This is an optimization exercise on Yosys and OpenROAD, whose aim is small area, not a production implementation. Function was checked by simulation only, so behaviour that the tests miss may differ from the original. Power figures rest on the tool's default switching activity, not on a simulated workload.

File: flow/design.v
`timescale 1ns / 1ps
module ocx_tlx_flit_parser(
    input tlx_clk,
    input reset_n,
    input [511:0] dlx_tlx_flit,
    input dlx_tlx_flit_valid,
    input dlx_tlx_flit_crc_err,
    output [55:0] credit_return,
    output credit_return_v,
    output [167:0] pars_ctl_info,
    output [167:0] pars_ctl_info_s1,
    output pars_ctl_valid,
    output [511:0] pars_data_flit,
    output [10*512-1:0] pars_data_pipe,
    output pars_data_valid,
    output template0_slot0_v,
    output [27:0] template0_slot0,
    output parser_inprog,
    output [7:0] bad_data_indicator,
    output bookend_flit_v,
    output ctl_flit_parsed,
    output ctl_flit_parse_end,
    output [5:0] ctl_template,
    output [3:0] run_length,
    output crc_error
    );
reg  [511:0] flit_dout;           
reg  [511:0] data_flit_dout;      
reg  [10*512-1:0] data_pipe;      
reg  [27:0] ctl_slot0_dout;
reg  [167:0] pars_ctl_info_s1_dout;  
reg  parse_s3_done, parse_s4_done, parse_s5_done, parse_s6_done, parse_s7_done, parse_s8_done, parse_s9_done;
reg  flit_valid_s1_dout;
reg  flit_crc_s1_dout;
reg  [3:0] data_cnt_dout;
reg  [3:0] data_cnt_unverif_dout;
reg  flit_valid_s2_dout, flit_valid_s3_dout, flit_valid_s4_dout, flit_valid_s5_dout;
reg  flit_valid_s6_dout, flit_valid_s7_dout, flit_valid_s8_dout, flit_valid_s9_dout;
reg  [5:0] ctl_info_template_dout;
reg  [5:0] ctl_info_template_s1_dout;
reg  data_flit_valid_dout;
reg  bookend_flit_valid_dout;
reg  pars_ctl_valid_dout;
reg  true_bookend_dout;
reg  ctl_flit_parse_dout;
reg  ctl_flit_parse_end_dout;
wire data_nctl = (data_cnt_unverif_dout != 4'b0);  
wire [3:0] flit_rl = flit_dout[451:448];
wire [5:0] tmpl = ctl_info_template_dout;
wire ctl_v = flit_valid_s1_dout & ~data_nctl;
wire flit_valid_s3_din = flit_valid_s2_dout & (tmpl != 6'b0);  
wire flit_valid_s5_din = flit_valid_s4_dout & (tmpl != 6'b000011);  
wire flit_valid_s6_din = flit_valid_s5_dout & (tmpl != 6'b000001);  
wire parse_block_null = flit_valid_s3_din | flit_valid_s3_dout | flit_valid_s5_din | flit_valid_s6_din |
                        flit_valid_s6_dout | flit_valid_s7_dout | flit_valid_s8_dout;
wire flit_valid_s2_din = ctl_v & ~parse_block_null & (flit_rl <= 4'h8);
wire true_bookend_din = data_nctl ? 1'b1 : bookend_flit_valid_dout ? 1'b0 : true_bookend_dout;
wire [3:0] data_cnt_unverif_din = flit_crc_s1_dout ? data_cnt_dout :
                                  (flit_valid_s1_dout && !data_nctl) ? flit_rl :
                                  flit_valid_s1_dout ? data_cnt_unverif_dout - 4'b0001 :
                                  data_cnt_unverif_dout;
wire [5:0] tmpl_s1 = ctl_info_template_s1_dout;
wire parse_s2_done = ctl_flit_parse_dout;
wire [511:0] pipe0 = data_pipe[0*512 +: 512];
wire [511:0] pipe1 = data_pipe[1*512 +: 512];
wire [511:0] pipe2 = data_pipe[2*512 +: 512];
wire [511:0] pipe3 = data_pipe[3*512 +: 512];
wire [511:0] pipe4 = data_pipe[4*512 +: 512];
wire [511:0] pipe5 = data_pipe[5*512 +: 512];
wire [511:0] pipe6 = data_pipe[6*512 +: 512];
wire [511:0] pipe7 = data_pipe[7*512 +: 512];
wire t0 = (tmpl_s1 == 6'd0);
wire t1 = (tmpl_s1 == 6'd1);
wire t2 = (tmpl_s1 == 6'd2);
wire t3 = (tmpl_s1 == 6'd3);
wire ld_t0_2  = parse_s2_done & t0;
wire ld_t13_2 = parse_s2_done & (t1 | t3);
wire ld_t2_2  = parse_s2_done & t2;
wire ld_t13_3 = parse_s3_done & (t1 | t3);
wire ld_t1_4  = parse_s4_done & t1;
wire ld_t1_5  = parse_s5_done & t1;
wire ld_t2_3  = parse_s3_done & t2;
wire ld_t2_4  = parse_s4_done & t2;
wire ld_t2_5  = parse_s5_done & t2;
wire ld_t2_6  = parse_s6_done & t2;
wire ld_t2_7  = parse_s7_done & t2;
wire ld_t2_8  = parse_s8_done & t2;
wire ld_t2_9  = parse_s9_done & t2;
wire ld_t3_3  = parse_s3_done & t3;
wire ld_t3_4  = parse_s4_done & t3;
wire ld_lo  = parse_s2_done | ((t1 | t3) & (parse_s3_done | parse_s4_done)) | ld_t1_5 |
              (t2 & (parse_s3_done | parse_s4_done | parse_s5_done | parse_s6_done | parse_s7_done | parse_s8_done | parse_s9_done));
wire ld_mid = parse_s2_done | ((t1 | t3) & (parse_s3_done | parse_s4_done)) | ld_t1_5;
wire ld_hi  = parse_s2_done | ld_t3_3 | ld_t3_4;
wire [167:0] pars_ctl_info_cur;
assign pars_ctl_info_cur[55:0] =
    ({56{ld_t0_2}}  & pipe0[167:112]) |
    ({56{ld_t13_2 | ld_t2_2}} & pipe0[55:0]) |
    ({56{ld_t13_3}} & pipe1[167:112]) |
    ({56{ld_t1_4}}  & pipe2[279:224]) |
    ({56{ld_t1_5}}  & pipe3[391:336]) |
    ({56{ld_t2_3}}  & pipe1[111:56]) |
    ({56{ld_t2_4}}  & pipe2[167:112]) |
    ({56{ld_t2_5}}  & pipe3[223:168]) |
    ({56{ld_t2_6}}  & pipe4[279:224]) |
    ({56{ld_t2_7}}  & pipe5[335:280]) |
    ({56{ld_t2_8}}  & pipe6[391:336]) |
    ({56{ld_t2_9}}  & pipe7[447:392]) |
    ({56{ld_t3_4}}  & pipe2[335:280]) |
    ({56{~ld_lo}}   & pars_ctl_info_s1_dout[55:0]);
assign pars_ctl_info_cur[111:56] =
    ({56{ld_t0_2}}  & pipe0[223:168]) |
    ({56{ld_t13_2}} & pipe0[111:56]) |
    ({56{ld_t13_3}} & pipe1[223:168]) |
    ({56{ld_t1_4}}  & pipe2[335:280]) |
    ({56{ld_t1_5}}  & pipe3[447:392]) |
    ({56{ld_t3_4}}  & pipe2[391:336]) |
    ({56{~ld_mid}}  & pars_ctl_info_s1_dout[111:56]);
assign pars_ctl_info_cur[167:112] =
    ({56{ld_t0_2}}  & pipe0[279:224]) |
    ({56{ld_t3_3}}  & pipe1[279:224]) |
    ({56{ld_t3_4}}  & pipe2[447:392]) |
    ({56{~ld_hi}}   & pars_ctl_info_s1_dout[167:112]);
always @(posedge tlx_clk)
    begin
    flit_dout <= dlx_tlx_flit;
    data_flit_dout <= flit_dout;
    data_pipe <= {data_pipe[9*512-1:0], data_flit_dout};
    end
always @(posedge tlx_clk)
    begin
    if (!reset_n)
    begin
        ctl_slot0_dout          <= 28'b0;
        pars_ctl_info_s1_dout   <= 168'b0;
        {parse_s3_done, parse_s4_done, parse_s5_done, parse_s6_done, parse_s7_done, parse_s8_done, parse_s9_done} <= 7'b0;
        flit_valid_s1_dout      <= 1'b0;
        flit_crc_s1_dout        <= 1'b0;
        data_cnt_dout           <= 4'b0;
        data_cnt_unverif_dout   <= 4'b0;
        flit_valid_s2_dout      <= 1'b0;
        flit_valid_s3_dout      <= 1'b0;
        flit_valid_s4_dout      <= 1'b0;
        flit_valid_s5_dout      <= 1'b0;
        flit_valid_s6_dout      <= 1'b0;
        flit_valid_s7_dout      <= 1'b0;
        flit_valid_s8_dout      <= 1'b0;
        flit_valid_s9_dout      <= 1'b0;
        ctl_info_template_dout  <= 6'b0;
        ctl_info_template_s1_dout <= 6'b0;
        data_flit_valid_dout    <= 1'b0;
        bookend_flit_valid_dout <= 1'b0;
        pars_ctl_valid_dout     <= 1'b0;
        true_bookend_dout       <= 1'b0;
        ctl_flit_parse_dout     <= 1'b0;
        ctl_flit_parse_end_dout <= 1'b0;
    end
    else
    begin
        if (flit_valid_s2_din)
        begin
            ctl_slot0_dout <= flit_dout[27:0];
            ctl_info_template_dout <= flit_dout[465:460];
        end
        pars_ctl_info_s1_dout   <= pars_ctl_info_cur;
        {parse_s3_done, parse_s4_done, parse_s5_done, parse_s6_done, parse_s7_done, parse_s8_done, parse_s9_done} <=
            {flit_valid_s3_dout, flit_valid_s4_dout, flit_valid_s5_dout, flit_valid_s6_dout, flit_valid_s7_dout, flit_valid_s8_dout, flit_valid_s9_dout};
        flit_valid_s1_dout      <= dlx_tlx_flit_valid & ~dlx_tlx_flit_crc_err;
        flit_crc_s1_dout        <= dlx_tlx_flit_crc_err;
        if (ctl_v)
            data_cnt_dout       <= flit_rl;
        data_cnt_unverif_dout   <= data_cnt_unverif_din;
        flit_valid_s2_dout      <= flit_valid_s2_din;
        flit_valid_s3_dout      <= flit_valid_s3_din;
        flit_valid_s4_dout      <= flit_valid_s3_dout;
        flit_valid_s5_dout      <= flit_valid_s5_din;
        flit_valid_s6_dout      <= flit_valid_s6_din;
        flit_valid_s7_dout      <= flit_valid_s6_dout;
        flit_valid_s8_dout      <= flit_valid_s7_dout;
        flit_valid_s9_dout      <= flit_valid_s8_dout;
        ctl_info_template_s1_dout <= ctl_info_template_dout;
        data_flit_valid_dout    <= data_nctl & flit_valid_s1_dout;
        bookend_flit_valid_dout <= ctl_v;
        pars_ctl_valid_dout     <= flit_valid_s2_dout | flit_valid_s3_dout | flit_valid_s4_dout | flit_valid_s5_dout |
                                   flit_valid_s6_dout | flit_valid_s7_dout | flit_valid_s8_dout | flit_valid_s9_dout;
        true_bookend_dout       <= true_bookend_din;
        ctl_flit_parse_dout     <= flit_valid_s2_dout;
        ctl_flit_parse_end_dout <= (flit_valid_s2_dout & (tmpl == 6'b0)) | (flit_valid_s4_dout & (tmpl == 6'b000011)) |
                                   (flit_valid_s5_dout & (tmpl == 6'b000001)) | flit_valid_s9_dout;
    end
    end
assign ctl_flit_parsed = ctl_flit_parse_dout;
assign ctl_flit_parse_end = ctl_flit_parse_end_dout;
assign run_length = ctl_v ? flit_rl : 4'b0;
assign bad_data_indicator = (bookend_flit_valid_dout && true_bookend_dout) ? data_flit_dout[459:452] : 8'h00;  
assign crc_error = flit_crc_s1_dout & (data_nctl | true_bookend_din);  
assign bookend_flit_v = bookend_flit_valid_dout & true_bookend_dout;  
assign pars_ctl_info = pars_ctl_info_cur;
assign pars_ctl_info_s1 = pars_ctl_info_s1_dout;
assign ctl_template = ctl_info_template_s1_dout;
assign pars_ctl_valid = pars_ctl_valid_dout;
assign credit_return = data_flit_dout[55:0];
assign credit_return_v = bookend_flit_valid_dout & data_flit_dout[7:0] == 8'h01;  
assign pars_data_flit = data_flit_dout;
assign pars_data_pipe = data_pipe;
assign pars_data_valid = data_flit_valid_dout;
assign parser_inprog = flit_valid_s3_dout|flit_valid_s4_dout|flit_valid_s5_dout|flit_valid_s6_dout|flit_valid_s7_dout|flit_valid_s8_dout|flit_valid_s9_dout;
assign template0_slot0_v = flit_valid_s2_dout & (tmpl == 6'b0);
assign template0_slot0 = ctl_slot0_dout;
endmodule
`timescale 1ns / 1ps
module ocx_tlx_data_arb(
    input tlx_clk,
    input reset_n,
    input crc_error,
    input bookend_flit_v,     
    output dcp0_data_v,
    output dcp1_data_v,
    output [511:0] dcp0_data,
    output [511:0] dcp1_data,
    output good_crc,
    output crc_flush_done,
    output crc_flush_inprog,
    output cfg_data_v,
    output cfg_data_cnt_v,
    output [31:0] cfg_data_bus,
    input  control_parsing_end,
    input  control_parsing_start,
    input [511:0] pars_data_flit,
    input [10*512-1:0] pars_data_pipe,  
    input pars_data_valid,
    input [3:0] run_length,
    input [1:0] data_arb_vc_v,
    input data_arb_cfg_hint,
    input [3:0] data_arb_cfg_offset,
    input [1:0] data_arb_flit_cnt
    );
parameter [15:0] vc0_mask = 16'hFF;
wire [10*512-1:0] data_pipe = pars_data_pipe;  
reg  [1:0] data_arb_vc_v_dout;
reg  [2:0] data_arb_flit_cnt_dout;
reg  [9:0] pipe_v_dout;
reg  [3:0] vc_shift_load_ptr_dout;
reg  [15:0] vc_shift_dout;
reg  [15:0] vc_shift_verified_dout;
reg  [15:0] cfg_shift_dout;
reg  [15:0] cfg_shift_verified_dout;
reg  bookend_flit_dout;
reg  [8:0] good_crc_shift_dout;
reg  crc_flush_inprog_dout;
reg  [3:0] run_length_hold_dout;
reg  crc_error_dout;
reg  crc_error_s2_dout;
reg  crc_error_s3_dout;
reg  ctl_flit_parse_done_dout;
reg  [3:0] vc_shift_verif_ptr_dout;
reg  data_arb_cfg_hint_dout;
reg  [1:0] cfg_offset_wr_ptr_dout;
reg  [1:0] cfg_offset_verif_ptr_dout;
reg  [3:0] cfg_offset_shift0_dout, cfg_offset_shift1_dout, cfg_offset_shift2_dout, cfg_offset_shift3_dout;
reg  [3:0] cfg_offset_verif_shift0_dout, cfg_offset_verif_shift1_dout;
reg  cfg_data_v_dout;
reg  cfg_data_v_s1_dout;
reg  [3:0] data_arb_cfg_offset_dout;
reg  [31:0] cfg_word_dout;
reg  [31:0] cfg_data_bus_reg;
wire [1:0] data_arb_vc_v_din;
wire [2:0] data_arb_flit_cnt_din;
wire [9:0] pipe_v_din;
wire [3:0] vc_shift_load_ptr_din;
wire [15:0] vc_shift_din, vc_shift_verified_din, cfg_shift_din, cfg_shift_verified_din;
wire bookend_flit_din;
wire [8:0] good_crc_shift_din;
wire crc_flush_inprog_din;
wire [3:0] run_length_hold_din;
wire ctl_flit_parse_done_din;
wire [3:0] vc_shift_verif_ptr_din;
wire [1:0] cfg_offset_wr_ptr_din;
wire [1:0] cfg_offset_verif_ptr_din;
wire [3:0] cfg_offset_shift0_din, cfg_offset_shift1_din, cfg_offset_shift2_din, cfg_offset_shift3_din;
wire [3:0] cfg_offset_verif_shift0_din, cfg_offset_verif_shift1_din;
wire cfg_data_v_din;
wire cfg_data_v_s1_din;
wire [511:0] dcp_data;
wire [31:0] cfg_word_din;
always @(posedge tlx_clk)
    begin
        if(!reset_n)
        begin
            data_arb_cfg_hint_dout       <= 1'b0;
            cfg_shift_verified_dout      <= 16'b0;
            cfg_shift_dout               <= 16'b0;
            data_arb_vc_v_dout           <= 2'b0;
            data_arb_flit_cnt_dout       <= 3'b0;
            vc_shift_dout                <= 16'b0;
            vc_shift_verified_dout       <= 16'b0;
            vc_shift_load_ptr_dout       <= 4'b0;
            pipe_v_dout                  <= 10'b0;
            bookend_flit_dout            <= 1'b0;
            good_crc_shift_dout          <= 9'b0;
            crc_flush_inprog_dout        <= 1'b0;
            run_length_hold_dout         <= 4'b0;
            crc_error_dout               <= 1'b0;
            crc_error_s2_dout            <= 1'b0;
            crc_error_s3_dout            <= 1'b0;
            ctl_flit_parse_done_dout     <= 1'b0;
            vc_shift_verif_ptr_dout      <= 4'b0;
            cfg_offset_wr_ptr_dout       <= 2'b0;
            cfg_offset_verif_ptr_dout    <= 2'b0;
            cfg_offset_shift0_dout       <= 4'b0;
            cfg_offset_shift1_dout       <= 4'b0;
            cfg_offset_shift2_dout       <= 4'b0;
            cfg_offset_shift3_dout       <= 4'b0;
            cfg_offset_verif_shift0_dout <= 4'b0;
            cfg_offset_verif_shift1_dout <= 4'b0;
            cfg_data_v_dout              <= 1'b0;
            cfg_data_v_s1_dout           <= 1'b0;
            data_arb_cfg_offset_dout     <= 4'b0;
            cfg_word_dout                <= 32'b0;
            cfg_data_bus_reg             <= 32'b0;
        end
        else
        begin
            data_arb_cfg_hint_dout       <= data_arb_cfg_hint;
            cfg_shift_verified_dout      <= cfg_shift_verified_din;
            cfg_shift_dout               <= cfg_shift_din;
            data_arb_vc_v_dout           <= data_arb_vc_v_din;
            data_arb_flit_cnt_dout       <= data_arb_flit_cnt_din;
            vc_shift_dout                <= vc_shift_din;
            vc_shift_verified_dout       <= vc_shift_verified_din;
            vc_shift_load_ptr_dout       <= vc_shift_load_ptr_din;
            pipe_v_dout                  <= pipe_v_din;
            bookend_flit_dout            <= bookend_flit_din;
            good_crc_shift_dout          <= good_crc_shift_din;
            crc_flush_inprog_dout        <= crc_flush_inprog_din;
            run_length_hold_dout         <= run_length_hold_din;
            crc_error_dout               <= crc_error;
            crc_error_s2_dout            <= crc_error_dout;
            crc_error_s3_dout            <= crc_error_s2_dout;
            ctl_flit_parse_done_dout     <= ctl_flit_parse_done_din;
            vc_shift_verif_ptr_dout      <= vc_shift_verif_ptr_din;
            cfg_offset_wr_ptr_dout       <= cfg_offset_wr_ptr_din;
            cfg_offset_verif_ptr_dout    <= cfg_offset_verif_ptr_din;
            cfg_offset_shift0_dout       <= cfg_offset_shift0_din;
            cfg_offset_shift1_dout       <= cfg_offset_shift1_din;
            cfg_offset_shift2_dout       <= cfg_offset_shift2_din;
            cfg_offset_shift3_dout       <= cfg_offset_shift3_din;
            cfg_offset_verif_shift0_dout <= cfg_offset_verif_shift0_din;
            cfg_offset_verif_shift1_dout <= cfg_offset_verif_shift1_din;
            cfg_data_v_dout              <= cfg_data_v_din;
            cfg_data_v_s1_dout           <= cfg_data_v_s1_din;
            data_arb_cfg_offset_dout     <= data_arb_cfg_offset;
            cfg_word_dout                <= cfg_word_din;
            cfg_data_bus_reg             <= cfg_word_dout;
        end
    end
assign ctl_flit_parse_done_din = control_parsing_end ? 1'b1 :
                                 control_parsing_start ? 1'b0 : ctl_flit_parse_done_dout;
assign good_crc_shift_din = bookend_flit_v ? 9'b111111111 : good_crc_shift_dout << 1;
wire good_pending = |(good_crc_shift_dout[8:0] & pipe_v_dout[9:1]);
assign crc_flush_inprog_din = good_pending && crc_error_dout ? 1'b1 :
                             !good_pending ? 1'b0 : crc_flush_inprog_dout;
wire ptr_nz = |vc_shift_load_ptr_dout;
wire rd_stg9 = pipe_v_dout[9] & ptr_nz;
wire rd_stg6 = pipe_v_dout[6] & ~(|pipe_v_dout[9:7]) & ptr_nz;
wire rd_stg5 = pipe_v_dout[5] & ~(|pipe_v_dout[9:6]) & ptr_nz;
wire rd_stg4 = pipe_v_dout[4] & ~(|pipe_v_dout[9:5]) & ptr_nz;
wire rd_stg3 = pipe_v_dout[3] & ~(|pipe_v_dout[9:4]) & ptr_nz;
wire rd_any  = rd_stg9 | rd_stg6 | rd_stg5 | rd_stg4 | rd_stg3;
assign pipe_v_din[0] = crc_error_dout ? 1'b0 : pars_data_valid;
assign pipe_v_din[1] = crc_error_dout && ~good_crc_shift_dout[0] ? 1'b0 : pipe_v_dout[0];
assign pipe_v_din[2] = crc_error_dout && ~good_crc_shift_dout[1] ? 1'b0 : pipe_v_dout[1];
assign pipe_v_din[3] = crc_error_dout && ~good_crc_shift_dout[2] ? 1'b0 : pipe_v_dout[2];
assign pipe_v_din[4] = crc_error_dout && ~good_crc_shift_dout[3] ? 1'b0 : (pipe_v_dout[3] & ~rd_stg3);
assign pipe_v_din[5] = crc_error_dout && ~good_crc_shift_dout[4] ? 1'b0 : (pipe_v_dout[4] & ~rd_stg4);
assign pipe_v_din[6] = crc_error_dout && ~good_crc_shift_dout[5] ? 1'b0 : (pipe_v_dout[5] & ~rd_stg5);
assign pipe_v_din[7] = crc_error_dout && ~good_crc_shift_dout[6] ? 1'b0 : (pipe_v_dout[6] & ~rd_stg6);
assign pipe_v_din[8] = crc_error_dout && ~good_crc_shift_dout[7] ? 1'b0 : pipe_v_dout[7];
assign pipe_v_din[9] = crc_error_dout && ~good_crc_shift_dout[8] ? 1'b0 : pipe_v_dout[8];
assign data_arb_vc_v_din = data_arb_vc_v;
assign data_arb_flit_cnt_din[2:0] = (data_arb_flit_cnt == 2'b01) ? 3'b001 :  
                                    (data_arb_flit_cnt == 2'b10) ? 3'b010 :  
                                    (data_arb_flit_cnt == 2'b11) ? 3'b100 : 3'b000;  
wire data_vc_v = |data_arb_vc_v_dout;
wire [3:0] shift_reg_value = (data_arb_flit_cnt_dout == 3'b001) ? 4'b0001 :  
                             (data_arb_flit_cnt_dout == 3'b010) ? 4'b0011 :  
                             (data_arb_flit_cnt_dout == 3'b100) ? 4'b1111 : 4'b0000;  
wire vc_shift_decr = rd_any;
wire [3:0] vc_shift_minus1 = vc_shift_load_ptr_dout - 4'b0001;
wire [2:0] data_arb_flit_cnt_dout_m1 = data_arb_flit_cnt_dout - 3'b001;
wire [3:0] vc_shift_plus = data_vc_v && rd_any ? {1'b0,data_arb_flit_cnt_dout_m1} + vc_shift_load_ptr_dout :
                           data_vc_v ? {1'b0,data_arb_flit_cnt_dout} + vc_shift_load_ptr_dout : 4'b0;
assign run_length_hold_din = (run_length > 4'b0) ? run_length : run_length_hold_dout;
wire crc_reset = ctl_flit_parse_done_dout & crc_error_s3_dout & ~(control_parsing_start | crc_flush_inprog_dout);
assign vc_shift_verif_ptr_din = control_parsing_start && data_vc_v ? {1'b0, data_arb_flit_cnt_dout} :
                                control_parsing_start ? 4'b0 :
                                data_vc_v ? vc_shift_verif_ptr_dout + {1'b0,data_arb_flit_cnt_dout} : vc_shift_verif_ptr_dout;
assign vc_shift_load_ptr_din = (ctl_flit_parse_done_dout && crc_error_s3_dout && ~(control_parsing_start || bookend_flit_v || crc_flush_inprog_dout)) ? run_length_hold_dout :
                               data_vc_v ? vc_shift_plus :
                               vc_shift_decr ? vc_shift_minus1 : vc_shift_load_ptr_dout;
wire [19:0] verif_shifted = {16'b0, shift_reg_value} << vc_shift_verif_ptr_dout;
wire [18:0] load_shifted_m1 = {15'b0, shift_reg_value} << (vc_shift_load_ptr_dout - 4'h1);
wire [19:0] load_shifted = {16'b0, shift_reg_value} << vc_shift_load_ptr_dout;
assign vc_shift_verified_din = control_parsing_start && data_arb_vc_v_dout[1] ? {12'b0,shift_reg_value} :
                               control_parsing_start && data_arb_vc_v_dout[0] ? 16'b0 :
                               data_arb_vc_v_dout[1] ? vc_shift_verified_dout |  verif_shifted[15:0] :
                               data_arb_vc_v_dout[0] ? vc_shift_verified_dout & (verif_shifted[15:0] ^ vc0_mask) :
                               vc_shift_verified_dout;
assign vc_shift_din = crc_reset ? vc_shift_verified_dout :
                      data_arb_vc_v_dout[1] && vc_shift_decr ? (vc_shift_dout >> 1) |  load_shifted_m1[15:0] :
                      data_arb_vc_v_dout[0] && vc_shift_decr ? (vc_shift_dout >> 1) & (load_shifted_m1[15:0] ^ vc0_mask) :
                      data_arb_vc_v_dout[1] ? vc_shift_dout |  load_shifted[15:0] :
                      data_arb_vc_v_dout[0] ? vc_shift_dout & (load_shifted[15:0] ^ vc0_mask) :
                      vc_shift_decr ? vc_shift_dout >> 1 : vc_shift_dout;
assign cfg_shift_din = crc_reset ? cfg_shift_verified_dout :
                       data_arb_cfg_hint_dout && vc_shift_decr ? (cfg_shift_dout >> 1) |  load_shifted_m1[15:0] :
                       data_arb_cfg_hint_dout ? cfg_shift_dout | load_shifted[15:0] :
                       data_vc_v && vc_shift_decr ? (cfg_shift_dout >> 1) & (load_shifted_m1[15:0] ^ vc0_mask) :
                       data_vc_v ? cfg_shift_dout & (load_shifted[15:0] ^ vc0_mask) :
                       vc_shift_decr ? cfg_shift_dout >> 1 : cfg_shift_dout;
assign cfg_shift_verified_din = control_parsing_start && data_arb_cfg_hint_dout ? {12'b0,shift_reg_value} :
                                control_parsing_start && data_vc_v ? 16'b0 :
                                data_arb_cfg_hint_dout ? cfg_shift_verified_dout |  verif_shifted[15:0] :
                                data_vc_v ? cfg_shift_verified_dout & (verif_shifted[15:0] ^ vc0_mask) :
                                cfg_shift_verified_dout;
wire cfg_offset_incr = data_arb_cfg_hint_dout;
wire cfg_offset_decr = cfg_data_v_dout;
wire cfg_offset_hold = data_arb_cfg_hint_dout & cfg_data_v_dout;
assign cfg_offset_wr_ptr_din =  crc_reset ? cfg_offset_verif_ptr_dout:
                                cfg_offset_hold ? cfg_offset_wr_ptr_dout:
                                cfg_offset_incr ? cfg_offset_wr_ptr_dout + 2'b01:
                                cfg_offset_decr ? cfg_offset_wr_ptr_dout - 2'b01: cfg_offset_wr_ptr_dout;
assign cfg_offset_verif_ptr_din = control_parsing_start && cfg_offset_incr ? 2'b01:  
                                  cfg_offset_incr ? cfg_offset_verif_ptr_dout + 2'b01:
                                  control_parsing_start ? 2'b00 : cfg_offset_verif_ptr_dout;
wire cfg_shift = cfg_data_v_dout;
wire cfg_wr = data_arb_cfg_hint_dout;
wire [1:0] wr_ptr_m1 = cfg_offset_wr_ptr_dout - 2'b01;
assign cfg_offset_shift0_din = crc_reset ? cfg_offset_verif_shift0_dout :
                               cfg_offset_hold && (wr_ptr_m1 == 2'b00) ? data_arb_cfg_offset_dout:
                               cfg_wr && (cfg_offset_wr_ptr_dout == 2'b00) ? data_arb_cfg_offset_dout :
                               cfg_shift ? cfg_offset_shift1_dout : cfg_offset_shift0_dout;
assign cfg_offset_shift1_din = crc_reset ? cfg_offset_verif_shift1_dout :
                               cfg_offset_hold && (wr_ptr_m1 == 2'b01) ? data_arb_cfg_offset_dout:
                               cfg_wr && (cfg_offset_wr_ptr_dout == 2'b01) ? data_arb_cfg_offset_dout :
                               cfg_shift ? cfg_offset_shift2_dout : cfg_offset_shift1_dout;
assign cfg_offset_shift2_din = crc_reset ? cfg_offset_verif_shift0_dout :
                               cfg_offset_hold && (wr_ptr_m1 == 2'b10) ? data_arb_cfg_offset_dout:
                               cfg_wr && (cfg_offset_wr_ptr_dout == 2'b10) ? data_arb_cfg_offset_dout :
                               cfg_shift ? cfg_offset_shift3_dout : cfg_offset_shift2_dout;
assign cfg_offset_shift3_din = crc_reset ? cfg_offset_verif_shift0_dout :
                               cfg_offset_hold && (wr_ptr_m1 == 2'b11) ? data_arb_cfg_offset_dout:
                               cfg_wr && (cfg_offset_wr_ptr_dout == 2'b11) ? data_arb_cfg_offset_dout :
                               cfg_shift ? 4'h0 : cfg_offset_shift3_dout;
assign cfg_offset_verif_shift0_din = bookend_flit_v ? 4'h0 :
                                     cfg_wr && (cfg_offset_wr_ptr_dout == 2'b00) ? data_arb_cfg_offset_dout : cfg_offset_verif_shift0_dout;
assign cfg_offset_verif_shift1_din = bookend_flit_v ? 4'h0 :
                                     cfg_wr && (cfg_offset_wr_ptr_dout == 2'b01) ? data_arb_cfg_offset_dout : cfg_offset_verif_shift1_dout;
assign dcp_data = ({512{rd_stg9}} & data_pipe[9*512 +: 512]) |
                  ({512{rd_stg6}} & data_pipe[6*512 +: 512]) |
                  ({512{rd_stg5}} & data_pipe[5*512 +: 512]) |
                  ({512{rd_stg4}} & data_pipe[4*512 +: 512]) |
                  ({512{rd_stg3}} & data_pipe[3*512 +: 512]);
assign dcp0_data_v = rd_any & ~vc_shift_dout[0];
assign dcp1_data_v = rd_any & (vc_shift_dout[0] & ~cfg_shift_dout[0]);
assign dcp0_data = dcp_data;
assign dcp1_data = dcp_data;
assign bookend_flit_din = (pars_data_valid || crc_error) ? 1'b0 :
                          (bookend_flit_v) ? 1'b1 : bookend_flit_dout;
assign good_crc = bookend_flit_dout | good_pending;
assign crc_flush_done = ~crc_flush_inprog_din & crc_flush_inprog_dout;  
assign crc_flush_inprog = crc_flush_inprog_din;
assign cfg_data_v_din = rd_any & (vc_shift_dout[0] & cfg_shift_dout[0]);
assign cfg_data_v_s1_din = cfg_data_v_dout & ~crc_reset;
assign cfg_data_v = cfg_data_v_s1_dout;
assign cfg_word_din = dcp_data[cfg_offset_shift0_din*32 +: 32];
assign cfg_data_bus = cfg_data_bus_reg;
assign cfg_data_cnt_v = cfg_data_v_din;  
endmodule
`timescale 1ns / 1ps
module ocx_tlx_ctl_fsm(
    input tlx_clk,
    input reset_n,
    input [55:0] credit_return,
    input credit_return_v,
    input [167:0] pars_ctl_info,
    input [167:0] pars_ctl_info_s1,  
    input pars_ctl_valid,
    input ctl_flit_parsed,
    input ctl_flit_parse_end,
    output [55:0] ctl_vc0_bus,
    output [167:0] ctl_vc1_bus,
    output ctl_vc0_v,
    output ctl_vc1_v,
    output [3:0] rcv_xmt_credit_vcx0,
    output [3:0] rcv_xmt_credit_vcx3,
    output [5:0] rcv_xmt_credit_dcpx0,
    output [5:0] rcv_xmt_credit_dcpx3,
    output rcv_xmt_credit_tlx_v,
    output data_arb_cfg_hint,
    output bdi_cfg_hint,
    output [3:0] data_arb_cfg_offset,
    output cmd_credit_enable,
    output [1:0] data_arb_vc_v,
    output [1:0] data_bdi_vc_V,
    output data_hold_vc0,
    output data_hold_vc1,
    output control_parsing_end,
    output control_parsing_start,
    output [1:0] data_bdi_flit_cnt,
    output [1:0] data_arb_flit_cnt
    );
wire [55:0] credit_return_din;
reg  [55:0] credit_return_dout;
wire credit_return_v_din;
reg  credit_return_v_dout;
wire [167:0] pars_ctl_info_dout;
wire pars_ctl_valid_din;
reg  pars_ctl_valid_dout;
wire ctl_flit_parsed_din;
reg  ctl_flit_parsed_dout;
wire ctl_flit_parse_end_din;
reg  ctl_flit_parse_end_dout;
wire [1:0] data_arb_flit_cnt_din;
reg  [1:0] data_arb_flit_cnt_dout;
wire [1:0] data_arb_vc_v_din;
reg  [1:0] data_arb_vc_v_dout;
wire cfg_hint_din;
reg  cfg_hint_dout;
wire ctl_vc0_valid;
wire ctl_vc1_valid;
wire data_vc0_valid;
wire data_vc1_valid;
always @(posedge tlx_clk) 
    begin
        if(!reset_n)
        begin
        credit_return_dout <= 56'b0;
        credit_return_v_dout <= 1'b0;
        pars_ctl_valid_dout <= 1'b0;
        ctl_flit_parsed_dout <= 1'b0;
        ctl_flit_parse_end_dout <= 1'b0;
        data_arb_vc_v_dout <= 2'b0;
        data_arb_flit_cnt_dout <= 2'b0;
        cfg_hint_dout <= 1'b0;
        end
        else
        begin
        credit_return_dout <= credit_return_din;
        credit_return_v_dout <= credit_return_v_din;
        pars_ctl_valid_dout <= pars_ctl_valid_din;
        ctl_flit_parsed_dout <= ctl_flit_parsed_din;
        ctl_flit_parse_end_dout <= ctl_flit_parse_end_din;
        data_arb_vc_v_dout <= data_arb_vc_v_din;
        data_arb_flit_cnt_dout <= data_arb_flit_cnt_din;
        cfg_hint_dout <= cfg_hint_din;
        end
    end   
assign credit_return_din[55:0] = credit_return_v ? credit_return[55:0] : credit_return_dout;
assign credit_return_v_din = credit_return_v;
assign pars_ctl_info_dout = pars_ctl_info_s1;
assign pars_ctl_valid_din = pars_ctl_valid;
assign ctl_vc0_valid = ~(~pars_ctl_info_dout[1] & ~pars_ctl_info_dout[2] & ~pars_ctl_info_dout[3] & ~pars_ctl_info_dout[4])  
                    & (~pars_ctl_info_dout[7] & ~pars_ctl_info_dout[6] & ~pars_ctl_info_dout[5]) & pars_ctl_valid_dout;  
assign ctl_vc0_v = ctl_vc0_valid;  
assign ctl_vc0_bus[55:0] = pars_ctl_info_dout[55:0];                  
assign ctl_vc1_valid = (pars_ctl_info_dout[5] | pars_ctl_info_dout[7] | pars_ctl_info_dout[6]) & pars_ctl_valid_dout;  
assign ctl_vc1_v = ctl_vc1_valid;
assign ctl_vc1_bus[167:0] = pars_ctl_info_dout[167:0];
assign data_vc0_valid = ~(~pars_ctl_info[1] & ~pars_ctl_info[2] & ~pars_ctl_info[3] & ~pars_ctl_info[4])  
                       & (~pars_ctl_info[7] & ~pars_ctl_info[6] & ~pars_ctl_info[5]) & pars_ctl_valid;  
assign data_vc1_valid = (pars_ctl_info[5] | pars_ctl_info[7] | pars_ctl_info[6]) & pars_ctl_valid;  
assign data_arb_vc_v_din[0] = data_vc0_valid & ((pars_ctl_info[7:0] == 8'h04) | (pars_ctl_info[7:0] == 8'h06));
assign data_arb_vc_v_din[1] = data_vc1_valid & ((pars_ctl_info[7:0] == 8'h81) |
                                           (pars_ctl_info[7:0] == 8'h82) |
                                           (pars_ctl_info[7:0] == 8'h86) |
                                           (pars_ctl_info[7:0] == 8'hE1));
assign cfg_hint_din = data_vc1_valid & pars_ctl_info[7:0] == 8'hE1;                                           
assign data_arb_cfg_hint = cfg_hint_din;    
assign data_arb_cfg_offset[3:0] = pars_ctl_info[33:30];                                      
assign data_arb_vc_v[1:0] = data_arb_vc_v_din[1:0];  
assign data_bdi_vc_V[1:0] = data_arb_vc_v_dout[1:0]; 
assign bdi_cfg_hint = cfg_hint_dout;             
assign cmd_credit_enable = ctl_vc1_valid & ((pars_ctl_info_dout[7:0] != 8'hE1) | (pars_ctl_info_dout[7:0] != 8'hE0));                                          
assign data_hold_vc0 = ctl_vc0_valid & ((pars_ctl_info_dout[7:0] == 8'h04) | (pars_ctl_info_dout[7:0] == 8'h06));                                           
assign data_hold_vc1 = ctl_vc1_valid & ((pars_ctl_info_dout[7:0] == 8'h81) |
                       (pars_ctl_info_dout[7:0] == 8'h82) |
                       (pars_ctl_info_dout[7:0] == 8'h86) |
                       (pars_ctl_info_dout[7:0] == 8'hE1));                                           
assign data_arb_flit_cnt_din[1:0] = (data_vc0_valid && (pars_ctl_info[7:0] == 8'h04 || pars_ctl_info[7:0] == 8'h06)) ? pars_ctl_info[27:26] :  
                                (data_vc1_valid && pars_ctl_info[7:0] == 8'h81) ? pars_ctl_info[111:110] :  
                                (data_vc1_valid && (pars_ctl_info[7:0] == 8'h82 || pars_ctl_info[7:0] == 8'h86 || pars_ctl_info[7:0] == 8'hE1)) ? 2'b01 :  
                                2'b00;
assign data_arb_flit_cnt = data_arb_flit_cnt_din;
assign data_bdi_flit_cnt = data_arb_flit_cnt_dout;                                
assign ctl_flit_parsed_din = ctl_flit_parsed ? 1'b1 :
                             ctl_flit_parsed_dout && (ctl_vc0_valid || ctl_vc1_valid) ? 1'b0 : ctl_flit_parsed_dout; 
assign ctl_flit_parse_end_din = ctl_flit_parse_end;                                               
assign control_parsing_start = ctl_flit_parsed_dout & (ctl_vc0_valid | ctl_vc1_valid);  
assign control_parsing_end = ctl_flit_parse_end_dout;
assign rcv_xmt_credit_vcx0 = credit_return_dout[11:8];    
assign rcv_xmt_credit_vcx3 = credit_return_dout[23:20]; 
assign rcv_xmt_credit_dcpx0 = credit_return_dout[37:32];   
assign rcv_xmt_credit_dcpx3 = credit_return_dout[55:50];   
assign rcv_xmt_credit_tlx_v = credit_return_v_dout;
endmodule
`timescale 1ns / 1ps
module ocx_tlx_parse_mac(
    output fp_rcv_cmd_valid,
    output [167:0] fp_rcv_cmd_info,
    output fp_rcv_cmd_data_v,
    output [511:0] fp_rcv_cmd_data_bus,
    output fp_rcv_resp_valid,
    output [55:0] fp_rcv_resp_info,
    output fp_rcv_resp_data_v,
    output data_hold_vc0,
    output data_hold_vc1,
    output [7:0] bad_data_indicator,
    output good_crc,
    output crc_flush_done,
    output crc_flush_inprog,
    output crc_error,
    output bookend_flit_v,
    output [3:0] run_length,
    output [1:0] data_arb_vc_v,
    output [1:0] data_arb_flit_cnt,
    output control_parsing_start,
    output control_parsing_end,
    output [511:0] fp_rcv_resp_data_bus,
    output rcv_xmt_credit_tlx_v,
    output [3:0] rcv_xmt_credit_vcx0,
    output [3:0] rcv_xmt_credit_vcx3,
    output [5:0] rcv_xmt_credit_dcpx0,
    output [5:0] rcv_xmt_credit_dcpx3,
    output ctl_flit_start,
    output template0_slot0_v,
    output [27:0] template0_slot0,
    output parser_inprog,    
    output [5:0] ctl_template,
    output [167:0] pars_ctl_info,
    output pars_ctl_valid,
    output cfg_data_v,
    output cfg_data_cnt_v,
    output [31:0] cfg_data_bus,
    output cmd_credit_enable,
    output bdi_cfg_hint,
    input [511:0] dlx_tlx_flit,
    input dlx_tlx_flit_valid,
    input dlx_tlx_flit_crc_err,
    input reset_n,
    input tlx_clk
    );   
    wire [55:0] credit_return;
    wire credit_return_v;
    wire [167:0] pars_ctl_info_wire;
    wire [167:0] pars_ctl_info_s1;
    wire pars_ctl_valid_wire;
    wire ctl_flit_parsed;
    wire [1:0] data_arb_vc_v_wire;
    wire [1:0] data_arb_flit_cnt_wire;
    wire [511:0] pars_data_flit;
    wire [10*512-1:0] pars_data_pipe;
    wire pars_data_valid;  
    wire crc_error_int;
    wire data_arb_cfg_hint;
    wire [3:0] data_arb_cfg_offset;
    wire ctl_flit_parse_end;
    wire bookend_flit_v_wire;
    wire [3:0] run_length_wire;
    wire control_parsing_start_wire;
    wire control_parsing_end_wire;
    assign crc_error = crc_error_int;
    assign ctl_flit_start = ctl_flit_parsed;
    assign pars_ctl_info = pars_ctl_info_wire;
    assign pars_ctl_valid = pars_ctl_valid_wire;
    ocx_tlx_flit_parser flit_parser(
        .tlx_clk            (tlx_clk),                   
        .reset_n            (reset_n),                   
        .dlx_tlx_flit       (dlx_tlx_flit),              
        .dlx_tlx_flit_valid (dlx_tlx_flit_valid),        
        .dlx_tlx_flit_crc_err (dlx_tlx_flit_crc_err),        
        .pars_ctl_info      (pars_ctl_info_wire),             
        .pars_ctl_info_s1   (pars_ctl_info_s1),             
        .pars_ctl_valid     (pars_ctl_valid_wire),            
        .pars_data_flit     (pars_data_flit),            
        .pars_data_pipe     (pars_data_pipe),            
        .pars_data_valid    (pars_data_valid),           
        .bad_data_indicator (bad_data_indicator),             
        .crc_error          (crc_error_int),         
        .bookend_flit_v     (bookend_flit_v_wire),            
        .run_length         (run_length_wire),            
        .parser_inprog      (parser_inprog),
        .template0_slot0    (template0_slot0),
        .template0_slot0_v  (template0_slot0_v),
        .ctl_flit_parsed    (ctl_flit_parsed),   
        .ctl_flit_parse_end (ctl_flit_parse_end),  
        .ctl_template       (ctl_template),   
        .credit_return      (credit_return),        
        .credit_return_v    (credit_return_v)     
        );      
    assign bookend_flit_v         = bookend_flit_v_wire;
    assign run_length             = run_length_wire;
    assign control_parsing_start  = control_parsing_start_wire;
    assign control_parsing_end    = control_parsing_end_wire;
    ocx_tlx_data_arb data_arb(
        .tlx_clk            (tlx_clk),                   
        .reset_n            (reset_n),                   
        .dcp0_data_v        (fp_rcv_resp_data_v),               
        .dcp1_data_v        (fp_rcv_cmd_data_v),               
        .dcp0_data          (fp_rcv_resp_data_bus),                 
        .dcp1_data          (fp_rcv_cmd_data_bus),                 
        .good_crc           (good_crc),                 
        .crc_flush_inprog   (crc_flush_inprog),
        .crc_flush_done     (crc_flush_done),
        .control_parsing_start  (control_parsing_start_wire),
        .control_parsing_end(control_parsing_end_wire),
        .data_arb_vc_v      (data_arb_vc_v_wire),           
        .data_arb_flit_cnt  (data_arb_flit_cnt_wire),           
        .pars_data_flit     (pars_data_flit),            
        .pars_data_pipe     (pars_data_pipe),            
        .pars_data_valid    (pars_data_valid),           
        .bookend_flit_v     (bookend_flit_v_wire),            
        .run_length         (run_length_wire),            
        .data_arb_cfg_hint  (data_arb_cfg_hint),
        .data_arb_cfg_offset(data_arb_cfg_offset),
        .cfg_data_v         (cfg_data_v),
        .cfg_data_cnt_v     (cfg_data_cnt_v),
        .cfg_data_bus       (cfg_data_bus),
        .crc_error          (crc_error_int)
        );
    ocx_tlx_ctl_fsm control_fsm(
        .tlx_clk                (tlx_clk),               
        .reset_n                (reset_n),                   
        .credit_return          (credit_return),    
        .credit_return_v        (credit_return_v),  
        .pars_ctl_info          (pars_ctl_info_wire),         
        .pars_ctl_info_s1       (pars_ctl_info_s1),         
        .pars_ctl_valid         (pars_ctl_valid_wire),        
        .data_hold_vc0          (data_hold_vc0),   
        .data_hold_vc1          (data_hold_vc1),   
        .data_arb_vc_v          (data_arb_vc_v_wire),           
        .data_arb_flit_cnt      (data_arb_flit_cnt_wire),           
        .data_bdi_vc_V          (data_arb_vc_v),           
        .data_bdi_flit_cnt      (data_arb_flit_cnt),           
        .data_arb_cfg_hint      (data_arb_cfg_hint),
        .data_arb_cfg_offset    (data_arb_cfg_offset),
        .bdi_cfg_hint           (bdi_cfg_hint),  
        .cmd_credit_enable      (cmd_credit_enable),     
        .ctl_flit_parsed        (ctl_flit_parsed), 
        .ctl_flit_parse_end     (ctl_flit_parse_end),
        .control_parsing_start  (control_parsing_start_wire),
        .control_parsing_end    (control_parsing_end_wire),
        .ctl_vc0_bus            (fp_rcv_resp_info),           
        .ctl_vc1_bus            (fp_rcv_cmd_info),           
        .ctl_vc0_v              (fp_rcv_resp_valid),             
        .ctl_vc1_v              (fp_rcv_cmd_valid),             
        .rcv_xmt_credit_vcx0    (rcv_xmt_credit_vcx0),   
        .rcv_xmt_credit_vcx3    (rcv_xmt_credit_vcx3),   
        .rcv_xmt_credit_dcpx0   (rcv_xmt_credit_dcpx0),  
        .rcv_xmt_credit_dcpx3   (rcv_xmt_credit_dcpx3),  
        .rcv_xmt_credit_tlx_v   (rcv_xmt_credit_tlx_v)   
        );
endmodule
File: flow/flow/run.sh
#!/bin/bash
# The standard layout (standard.sh), with two changes passed to ORFS through
# its own variables:
#  - port buffers are sky130_fd_sc_hd__buf_1 instead of the cell buffer_ports
#    picks by default (every input and output port still gets its buffer);
#  - clock tree synthesis uses clkbuf_8 leaf buffers on clusters of at most 14
#    sinks within 60 um, and inserts no dummy loads.
# Synthesis, floorplan, power grid, tap cells, placement, routing and all
# repair steps are the standard flow's. make's full output goes to flow.log
# here; ORFS writes each step's log under orfs/logs.
set -euo pipefail
export BUFFER_PORTS_ARGS="-buffer_cell sky130_fd_sc_hd__buf_1"
export CTS_ARGS="-sink_clustering_enable -repair_clock_nets -dont_use_dummy_load -sink_clustering_size 14 -sink_clustering_max_diameter 60 -buf_list sky130_fd_sc_hd__clkbuf_8"
bash standard.sh > flow.log 2>&1
File: flow/standard.sh
#!/bin/bash
# synth_recipe.tcl (not shown) runs the flow's synth.tcl, then flattens the netlist and writes it again
# the make line also repeats each setting of config.mk as NAME=value (left out here)
make -C /OpenROAD-flow-scripts/flow DESIGN_CONFIG=/design/flow/config.mk WORK_HOME=/design/flow/orfs CLKGATE_MAP_FILE= SYNTH_SCRIPT=/design/flow/synth_recipe.tcl "${@:-finish}"
File: flow/config.mk
export PLATFORM = sky130hd
export DESIGN_NAME = ocx_tlx_parse_mac
export DESIGN_NICKNAME = ocx_tlx_parse_mac
export VERILOG_FILES = /design/flow/design.v
export SDC_FILE = /design/flow/constraint.sdc
export NUM_CORES = 8
export LEC_CHECK = 0
export CAP_MARGIN = 20
export CORE_MARGIN = 2
export CORE_UTILIZATION = 40
export SLEW_MARGIN = 20
File: flow/constraint.sdc
create_clock -name core_clock -period 10.0 [get_ports {tlx_clk}]
set_input_delay 2.0000 -clock core_clock [delete_from_list [all_inputs] [get_ports {tlx_clk}]]
set_output_delay 2.0000 -clock core_clock [all_outputs]
set_load 0.01 [all_outputs]
==> run_results.csv, run 1 <==
group,metric,value,unit
run_status,status,"finished clean",
logic_synthesis,synthTopCellsByArea,"dfxtp_1 (78%), a222oi_1 (3.9%), a22oi_1 (3.5%)",
sta,fin_worst_skew,0.158,ns
clocking,cts_root_buffer,"clkbuf_8",
drt,drc,0,
logic_synthesis,ys.flop_type,"dfxtp_1",
setup_path,cp-end-kind,"primary output",
floorplan,die-area,426000,µm²
global_route,grt_antenna_before_repair,175,
clocking,cts_buffers,583,
final_layout,largest_reg_flops,5120,
logic_synthesis,syn_nets,13100,
global_route,first_global_vias,99700,
final_layout,layout-drive-gt1-share,6.27,%
setup_path,crit_type,"reg -> out",
final_layout,area_growth_syn_to_layout,11.0,%
floorplan,ioPinCount,2056,
floorplan,die_x,653,µm
global_route,grt_pass1_wl,1010000,µm
power_and_ir_drop,p_leak,75.3,nW
logic_synthesis,syn_area_per_cell,13.4,µm²
clocking,clk_latency,1.30,ns
clocking,postCtsSetupRepairBufs,0,
logic_synthesis,synth-edff-count,0,
logic_synthesis,synth_top_area_cell,"dfxtp_1",
final_layout,mostFrequentLayoutCells,"dfxtp_1 (6603), buf_1 (2044), nand2_1 (953), a22oi_1 (792), a222oi_1 (654)",
floorplan,start_util,40.1,%
drt,vias,110000,
setup_path,path_max_fanout,93,
setup_path,critPathBufInv,4,
floorplan,num_rows,238,
sta,hold_violations,0,
final_layout,fin_nets,14700,
drt,routed_wirelength,811000,µm
drt,viasPerCell,5.53,
setup_path,cp.arrival,6.26,ns
placement,post-dp-hpwl,634000,µm
sta,period_needed,8.26,ns
sta,period_share,82.6,%
clocking,cts_htree_levels,6,
logic_synthesis,synth_top_area_share,78.5,%
hold_path,worstHoldPathType,"reg -> reg",
sta,fmax,0.121,GHz
global_route,grt-ovfl-total,0,
logic_synthesis,synthCells,12600,
sta,max_slew_margin,5.05,%
drt,drt_iter0_markers,16000,
setup_path,crit_chain,"inv_1 -> ha_1 -> nor3b_1 -> nor4_4 -> buf_12 -> buf_4 -> a222oi_1 -> nand2_1 -> buf_1",
logic_synthesis,synth-seq-cells,6606,
power_and_ir_drop,p_total,42.4,mW
setup_path,worstPathRequired,8.00,ns
final_layout,layout_commonest_cell,"dfxtp_1",
global_route,grt_max_degree,140,
logic_synthesis,syn_area,168000,µm²
final_layout,final_util,44.5,%
flow_run,maxCapViolations,0,
clocking,clockBufferDepth,4,
final_layout,reg.largest.list,"flit_parser.data_pipe x5120, flit_parser.data_flit_dout x512, flit_parser.flit_dout x512",
floorplan,core_area,420000,µm²
sta,setup_tns,0,ns
setup_path,cpMaxStageDelayCell,"dfxtp_1",
power_and_ir_drop,vdd.ir_drop.worst,0.150,mV
placement,port_buffers,2055,
sta,drv_slew,0,
clocking,cts_tree,"built",
logic_synthesis,ys_seq_area_share,78.5,%
floorplan,die_h,653,µm
drt,ant_nets,0,
setup_path,crit_family,"buffers and inverters",
clocking,cts_hold_repair.buffers,0,
setup_path,cp-start-kind,"flop",
sta,setup_viol,0,
sta,worstMarginPinSlew,1.42,ns
logic_synthesis,async_flop_share,0,%
drt,firstDrtPassIters,14,
logic_synthesis,yosys_warnings,3,
setup_path,slowest_delay,0.73,ns
global_route,grtUsageTotal,36.5,%
sta,timing.final.ws_setup,1.74,ns
clocking,cts_sinks,6606,
sta,rsz0062_at_grt,"false",
drt,avgRoutedWirePerCell,40.9,µm
clocking,cts_resized,0,
placement,place.gp.congestion,1.03,
clocking,path_clk_slew,0.09,ns
placement,dp_slack,3.26,ns
logic_synthesis,ys_types,80,
final_layout,regMostFlops,"flit_parser.data_pipe",
power_and_ir_drop,pwr_density_cell,227,nW/µm²
==> path summary, 6_finish.rpt <==
path,slack (ns),cells after the start,startpoint,to
setup / recovery,1.74,9,data_arb.vc_shift_load_ptr_dout[0],fp_rcv_resp_data_bus[274]
hold / removal,0.22,0,flit_parser.data_pipe[1850],flit_parser.data_pipe[2362]
setup reg to reg,3.76,14,flit_parser.pars_ctl_info_s1_dout[5],data_arb.cfg_word_dout[17]
hold reg to reg,0.22,0,flit_parser.data_pipe[1850],flit_parser.data_pipe[2362]
==> layer usage <==
layer,up-vias,global-route usage (%),wire [µm]
li1,46600,-,-
met3,1500,13.8,94900
met4,81,25.9,68100
met2,7026,51.3,329000
met5,-,0,740
met1,54400,45.8,318000
==> kinds of logic after synthesis <==
logic type	after synthesis	share of synthesized area, %
DFF	6606	78.5
AOI/OAI and AO/OA	2529	11.5
and+or+nand+nor	2089	5.37
buffers and inverters	1263	4.09
muxes	50	0.302
adders and majority gates	18	0.143
xor gates and xnor gates	15	0.0780
==> through the flow <==
stage,cell area [µm²],cells,hold WS [ns]
global placement,178000,19100,0.310
global route,187000,19700,0.233
finish,187000,19800,0.222
CTS,187000,19700,0.246
detailed placement,179000,19100,0.312
floorplan,168000,12600,0.310
==> cell usage after synthesis (all sizes together) (36+ instances only) <==
cell type	instances
nor2	569
a222oi	654
dfxtp	6606
nor3	50
nand2	955
a22oi	792
o21ai	224
a311oi	61
mux2i	43
a31oi	95
a21o	41
nand3	211
and3	36
and2	157
clkbuf	574
a22o	48
a221oi	57
o22ai	40
buf	654
a21oi	358
==> power by group <==
part	switching, mW	internal (mW)
sequential	0.908	27.6
combinational	0.224	0.0950
clock	8.37	5.20
==> layout make-up <==
cell class                      count  area (µm²)
Sequential cell                  6606      132000
Tap cell                         5520        6910
Multi-Input combinational cell   4701       29900
Fill cell                       38800      233000
Clock buffer                      583        8020
Timing Repair Buffer             2231        9390
Inverter                           35         139
Antenna cell                      150         375
==> run 2: changes to the inputs <==
==> flow/run.sh (new file) <==
#!/bin/bash
# synth_recipe.tcl (not shown) runs the flow's synth.tcl, then flattens the netlist and writes it again
# the make line also repeats each setting of config.mk as NAME=value (left out here)
make -C /OpenROAD-flow-scripts/flow DESIGN_CONFIG=/design/flow/config.mk WORK_HOME=/design/flow/orfs CLKGATE_MAP_FILE= SYNTH_SCRIPT=/design/flow/synth_recipe.tcl finish
--- a/flow/config.mk
+++ b/flow/config.mk
@@ -9,3 +9,6 @@
 export CORE_MARGIN = 2
 export CORE_UTILIZATION = 40
+export CTS_BUF_LIST = sky130_fd_sc_hd__clkbuf_8
+export CTS_CLUSTER_DIAMETER = 60
+export CTS_CLUSTER_SIZE = 14
 export SLEW_MARGIN = 20
removed: flow/flow/run.sh
removed: flow/standard.sh
==> run 2 against run 1 <==
- clock skew fell by 0.050 ns
- clock power rose by 7%
- critical path depth did not move
- largest power group unchanged
- register-to-register slack barely moved
- largest cell class unchanged
- non-clock buffer count fell by 6
- cell count rose by 0.37%
- fmax fell by 3.4%
- critical path type unchanged
==> run_results.csv, run 2 <==
group,metric,value,unit
flow_run,maxCapViolations,0,
sta,fin_worst_skew,0.108,ns
logic_synthesis,synth-seq-cells,6606,
power_and_ir_drop,sw_frac_of_total,22.9,%
drt,drc,0,
placement,port_buffers,2055,
sta,setup_tns,0,ns
floorplan,die_x,653,µm
clocking,cts_buffers,572,
logic_synthesis,syn_nets,13100,
sta,hold_ws,0.289,ns
final_layout,multi_input_area,29900,µm²
logic_synthesis,post-synth-top-count-cell,"dfxtp_1",
clocking,cts_root_buffer,"clkbuf_8",
clocking,path_clk_slew,0.09,ns
sta,worstMarginPinSlew,1.36,ns
sta,rsz0062_at_grt,"false",
floorplan,core_area,420000,µm²
final_layout,final_cell_area,201000,µm²
run_status,status,"finished clean",
clocking,cts_sinks,6606,
drt,top_layer,"met5",
setup_path,cp.arrival,6.56,ns
sta,timing.final.ws_setup,1.44,ns
global_route,grt-ovfl-total,0,
setup_path,crit_type,"reg -> out",
clocking,cts_resized,0,
final_layout,regMostFlops,"flit_parser.data_pipe",
final_layout,seq_area,132000,µm²
final_layout,layout-drive-gt1-share,6.96,%
power_and_ir_drop,power.share.sequential,65.6,%
placement,dpl_cell_area,191000,µm²
logic_synthesis,synth_top_area_cell,"dfxtp_1",
power_and_ir_drop,p_leak,80.7,nW
placement,place.gp.congestion,0.979,
clocking,clockBufferDepth,4,
power_and_ir_drop,p_sw,9.97,mW
floorplan,ioPinCount,2056,
setup_path,worstPathRequired,8.00,ns
global_route,grt_max_degree,136,
clocking,postCtsSetupRepairBufs,0,
placement,numPlacedInstances,19100,
setup_path,rr_startpoint,"data_arb.vc_shift_load_ptr_dout[0]",
drt,ant_nets,0,
drt,routed_wirelength,818000,µm
logic_synthesis,ys.flop_type,"dfxtp_1",
setup_path,startpoint,"data_arb.vc_shift_load_ptr_dout[0]",
global_route,grt_antenna_before_repair,170,
logic_synthesis,ys_seq_area_share,78.5,%
floorplan,start_util,40.1,%
final_layout,final_util,47.9,%
final_layout,reg.largest.list,"flit_parser.data_pipe x5120, flit_parser.data_flit_dout x512, flit_parser.flit_dout x512",
power_and_ir_drop,p_total,43.5,mW
drt,avgRoutedWirePerCell,41.1,µm
sta,period_needed,8.56,ns
sta,hold_violations,0,
drt,viasPerCell,5.46,
power_and_ir_drop,vdd.ir_drop.worst,0.162,mV
logic_synthesis,async_flop_share,0,%
global_route,grtUsageTotal,36.9,%
drt,firstDrtPassIters,11,
drt,wl_met2,341000,µm
floorplan,die_h,653,µm
drt,wl_met3,86200,µm
power_and_ir_drop,pwr-share-comb,1.0,%
final_layout,largest_reg_flops,5120,
logic_synthesis,synth-edff-count,0,
final_layout,mostFrequentLayoutCells,"dfxtp_1 (6604), clkdlybuf4s50_1 (2049), nand2_1 (953), a22oi_1 (792), a222oi_1 (654)",
logic_synthesis,ys_top_cells_by_count,"dfxtp_1 (6606), nand2_1 (955), a22oi_1 (792), a222oi_1 (654), clkbuf_1 (574)",
logic_synthesis,synthTopCellsByArea,"dfxtp_1 (78%), a222oi_1 (3.9%), a22oi_1 (3.5%)",
global_route,first_global_vias,101000,
drt,drt_iter0_markers,16500,
placement,post-dp-hpwl,642000,µm
setup_path,cp-end-kind,"primary output",
sta,max_slew_margin,9.00,%
logic_synthesis,synthCells,12600,
clocking,cts_htree_levels,6,
clocking,cts_hold_repair.buffers,0,
sta,setup_viol,0,
final_layout,fin_nets,14700,
setup_path,path_max_fanout,100,
final_layout,layout_commonest_cell,"dfxtp_1",
sta,drv_slew,0,
logic_synthesis,syn_area,168000,µm²
clocking,clk_latency,1.31,ns
setup_path,cp-start-kind,"flop",
hold_path,worstHoldPathType,"reg -> reg",
floorplan,die-area,426000,µm²
final_layout,area_growth_syn_to_layout,19.3,%
drt,wl_met1,326000,µm
logic_synthesis,syn_area_per_cell,13.4,µm²
logic_synthesis,yosys_warnings,3,
power_and_ir_drop,internal_power,33.6,mW
logic_synthesis,ys_types,80,
power_and_ir_drop,pwr_density_cell,217,nW/µm²
placement,dp_slack,3.02,ns
clocking,cts_tree,"built",
setup_path,regToRegSetupSlack,3.76,ns
final_layout,fillers,37200,
global_route,grt_pass1_wl,1030000,µm
logic_synthesis,synth_top_area_share,78.5,%
power_and_ir_drop,p_clk_share,33.4,%
final_layout,finalNonFillerCells,19900,
drt,vias,109000,
hold_path,min_from,"flit_parser.flit_dout[329]",
sta,fmax,0.117,GHz
sta,period_share,85.6,%
floorplan,num_rows,238,
run 2: worst paths after layout:
kind         depth (start not counted)                              end
max                                  9        fp_rcv_resp_data_bus[242]
min                                  0  flit_parser.data_flit_dout[329]
max reg2reg                         14       data_arb.cfg_word_dout[18]
min reg2reg                          0  flit_parser.data_flit_dout[329]
run 2: power groups by stage:
| stage | Sequential [mW] | Combinational, mW | Clock [mW] |
|---|---|---|---|
| after floorplan | 28.6 | 0.0974 | 0 |
| after global placement | 29.1 | 0.446 | 0 |
| after detailed placement | 29.1 | 0.448 | 0 |
| after CTS | 28.5 | 0.449 | 14.7 |
| after global routing | 28.6 | 0.468 | 15.7 |
| final | 28.5 | 0.452 | 14.5 |
run 2: cell type report:
type,instances,share of cell area (%)
inverter,35,0.0691
timing repair buffer,2225,11.0
clock buffer,595,4.08
tap,5520,3.44
multi-input combinational,4701,14.9
sequential,6606,65.8
antenna,89,0.111
clock inverter,128,0.605
run 2: worst max-delay path, cell delays in order, from the launching register on:
cell	delay (ns)
dfxtp_1	0.72
inv_1	0.20
ha_1	0.35
or3b_2	0.31
and3_4	0.93
buf_12	0.41
buf_4	0.71
a222oi_1	0.22
nand2_1	0.38
clkdlybuf4s50_1	0.62
run 2: logic make-up (layout without fill, tap and decap cells):
| group | Yosys count | after routing | share of synthesized area, % |
|---|---|---|---|
| AOI/OAI and AO/OA | 2529 | 2529 | 11.5 |
| other | 0 | 89 | 0 |
| buffers and inverters | 1263 | 2983 | 4.09 |
| DFF | 6606 | 6606 | 78.5 |
| xor gates and xnor gates | 15 | 15 | 0.0780 |
| and+or+nand+nor | 2089 | 2089 | 5.37 |
| adders and majority gates | 18 | 18 | 0.143 |
| muxes | 50 | 50 | 0.302 |
run 2: metal layers:
metal | GRT usage [%] | up-vias
li1 | - | 46700
met3 | 11.4 | 1388
met1 | 47.4 | 53800
met2 | 53.8 | 6773
met5 | 0 | -
met4 | 23.8 | 68

[afterwards: timing with drivers on the ports]
In the flow no input, the clock included, has a driving cell. The finished layouts below were timed again as built, in two steps.
Step 1 assumes that a clkbuf_16 drives the clock port and a buf_2 every other input.
Step 2 also shifts input and output timing later by t, the mid clock arrival at the registers, as if the neighbouring blocks saw the same clock.
a / b / c = ideal / step 1 / step 2; a / b = the first two.
run	shift t [ns]	setup slack, ns	worst setup path after step 2
run 1	1.333	1.735 / 1.613 / 2.945	register to output
run 2	1.378	1.442 / 1.319 / 2.697	register to output
After both steps every run listed still meets setup and hold.
